This is an optimization exercise on Yosys and OpenROAD, whose aim is small area and a short achievable clock period, not a production implementation. Function was checked by simulation only, so behaviour that the tests miss may differ from the original.

==> inputs of try-willow <==
Design neuron_intra_Nbits, start of the top module:
module neuron_intra_Nbits #(
parameter N = 16,
parameter N_INPUTS = 16,
parameter LOG_N_INPUTS = 4
) (
    input  wire                         clk,
    input  wire                         rst,
    input  wire                         en,
    input  wire signed [N*N_INPUTS-1:0] W,
    input  wire signed [N*N_INPUTS-1:0] X_N,
    output reg signed [         N-1:0] Out
);
export LEC_CHECK = 0
export CAP_MARGIN = 40
export CORE_MARGIN = 2
export CORE_UTILIZATION = 40
export SLEW_MARGIN = 60
export SYNTH_HIERARCHICAL = 1
export SYNTH_MINIMUM_KEEP_SIZE = 0
create_clock -name core_clock -period 14.0 [get_ports {clk}]
standard.sh (not shown) runs the stock make flow with config.mk's settings and CLKGATE_MAP_FILE= SYNTH_SCRIPT=/design/flow/synth_recipe.tcl, a recipe that flattens the netlist after the stock synthesis.
==> flow/flow/run.sh <==
#!/bin/bash
# Own layout flow: the standard flow (standard.sh: unchanged synthesis,
# constraints and steps) with these changes in how the layout is made:
#  - the port buffers that buffer_ports adds to every input and output are
#    sky130_fd_sc_hd__buf_2 rather than the tool's default pick
#    (clkdlybuf4s50_1, a slow delay cell twice the area);
#  - the repair_timing run after clock-tree synthesis aims for 7.8 ns of setup
#    slack, and the one after global routing for 7.7 ns (SETUP_SLACK_MARGIN),
#    so the resizer keeps shortening the worst paths after they meet the
#    14 ns clock. Floorplan and placement keep the default margin.
# make's and each tool's full output goes to the standard_*.log files here;
# ORFS also keeps a log per step under orfs/logs/.
set -euo pipefail
BP="BUFFER_PORTS_ARGS=-buffer_cell sky130_fd_sc_hd__buf_2"
bash standard.sh "$BP" place > standard_place.log 2>&1
bash standard.sh "$BP" SETUP_SLACK_MARGIN=7.8 cts > standard_cts.log 2>&1
bash standard.sh "$BP" SETUP_SLACK_MARGIN=7.7 finish > standard_finish.log 2>&1
test -s out/final.def
==> try-raven: changes against try-willow <==
==> flow/run.sh (new file) <==
#!/bin/bash
# synth_recipe.tcl (not shown) runs the flow's synth.tcl, then flattens the netlist and writes it again
# the make line also repeats each setting of config.mk as NAME=value (left out here)
make -C /OpenROAD-flow-scripts/flow DESIGN_CONFIG=/design/flow/config.mk WORK_HOME=/design/flow/orfs CLKGATE_MAP_FILE= SYNTH_SCRIPT=/design/flow/synth_recipe.tcl finish
removed: flow/flow/run.sh
removed: flow/standard.sh
==> try-cedar: changes against try-willow <==
==> flow/flow/run.sh (replaced) <==
#!/bin/bash
# Own layout flow: the standard flow (standard.sh: unchanged synthesis,
# constraints and steps) with two changes in how the layout is made:
#  - the port buffers that buffer_ports adds to every input and output are
#    sky130_fd_sc_hd__buf_2 rather than the tool's default pick
#    (clkdlybuf4s50_1, a slow delay cell twice the area);
#  - the repair_timing run after clock-tree synthesis aims for 7.6 ns of setup
#    slack (SETUP_SLACK_MARGIN), so the resizer keeps shortening the worst
#    paths after they meet the 14 ns clock. Every other step keeps the default.
# make's and each tool's full output goes to the standard_*.log files here;
# ORFS also keeps a log per step under orfs/logs/.
set -euo pipefail
BP="BUFFER_PORTS_ARGS=-buffer_cell sky130_fd_sc_hd__buf_2"
bash standard.sh "$BP" place > standard_place.log 2>&1
bash standard.sh "$BP" SETUP_SLACK_MARGIN=7.6 cts > standard_cts.log 2>&1
bash standard.sh "$BP" finish > standard_finish.log 2>&1
test -s out/final.def
==> results.txt <==
The flow ran to the end and the layout has no timing, DRC or antenna violations. The sequential share of cell area came out at 9.51%. The post-route non-filler standard cell count is 12800. The worst register-to-register path begins at cs[32]. Among all stages on the critical path, the largest delay is contributed by sky130_fd_sc_hd__fa_1. The worst-case reg-to-reg path depth came out at 17. The layout overhead on the synthesized area came out at 7.85%. The share of final layout cell area taken by clock buffers and inverters is 2.24%. The number of buffers other than clock buffers in the final layout is 671. The largest fanout of any net on the critical path is 15. STA puts the critical path data required time at 14.61 ns. The post-CTS setup buffer count is 14. The total detailed-routing wirelength came out at 585000 µm. The storage element area is 10500 µm².
That was try-cedar.
==> results.txt <==
The worst-case reg-to-reg path depth came out at 17. The required time of the critical path came out at 14.46 ns. The sequential share of cell area came out at 9.16%.

The total detailed-routing wirelength came out at 591000 µm. The number of buffers other than clock buffers in the final layout came out at 882. The startpoint identified for the worst register-to-register timing path is cs[33]. The post-CTS setup buffer count is 52.

Of all nets on the critical path, the largest fanout is 7. The run finished with no timing, DRC or antenna violations.
That was try-willow.
==> results.txt <==
The count of nets left with antenna violations after detail routing came out at 0. The number of buffers other than clock buffers in the final layout came out at 704. After detailed routing, the total wire length is 567000 µm. The worst register-to-register path begins at cs[117]. The layout overhead on the synthesized area came out at 8.44%. Sequential cells make up 9.45% of the cell area. Across the whole layout, storage elements account for 10500 µm². The non-clock buffer contribution to total cell area is 4.97%. The share of final layout cell area taken by clock buffers and inverters came out at 2.12%. The uppermost signal routing layer after detailed routing is met5.

Tracing the worst setup path back leads to its startpoint at X_N[21]. On the critical path, the stage with the largest delay is an instance of sky130_fd_sc_hd__fa_1. The worst register-to-register path ends at pend[2]. Clock buffers in the final layout number 94.

The worst-case reg-to-reg path depth came out at 15. The run finished with no timing, DRC or antenna violations. Non-clock inverters in the final layout number 389. The total track usage came out at 43.1%.
That was try-raven.

static timing again, ports no longer ideal:
The results above use ideal ports. As a check the final layouts listed here were re-extracted and re-timed, cells and wires unchanged.
Step 1: set_driving_cell puts a clkbuf_16 on clk and a buf_2 on each other input, an assumption about the parent block.
Step 2 also shifts input and output timing later by t, the mid clock arrival at the registers, as if the neighbouring blocks saw the same clock.
Three values: no drivers, after step 1, after step 2; two values: the first two.
run	t, ns	setup slack, ns	clock arrival spread, ns	worst data-port slew with drivers (ns)	pins driven straight from the clock port
try-willow	0.804	7.652 / 7.640 / 6.835	0.053 / 0.053	0.14	1
try-raven	0.794	6.680 / 6.756 / 5.961	0.043 / 0.043	0.19	1
try-cedar	0.808	7.399 / 7.399 / 6.682	0.055 / 0.055	0.14	1
After both steps setup and hold are still met in every run listed. The setup slack of try-willow, which loses most, moves by -0.012 ns with the drivers and by -0.817 ns with both steps.
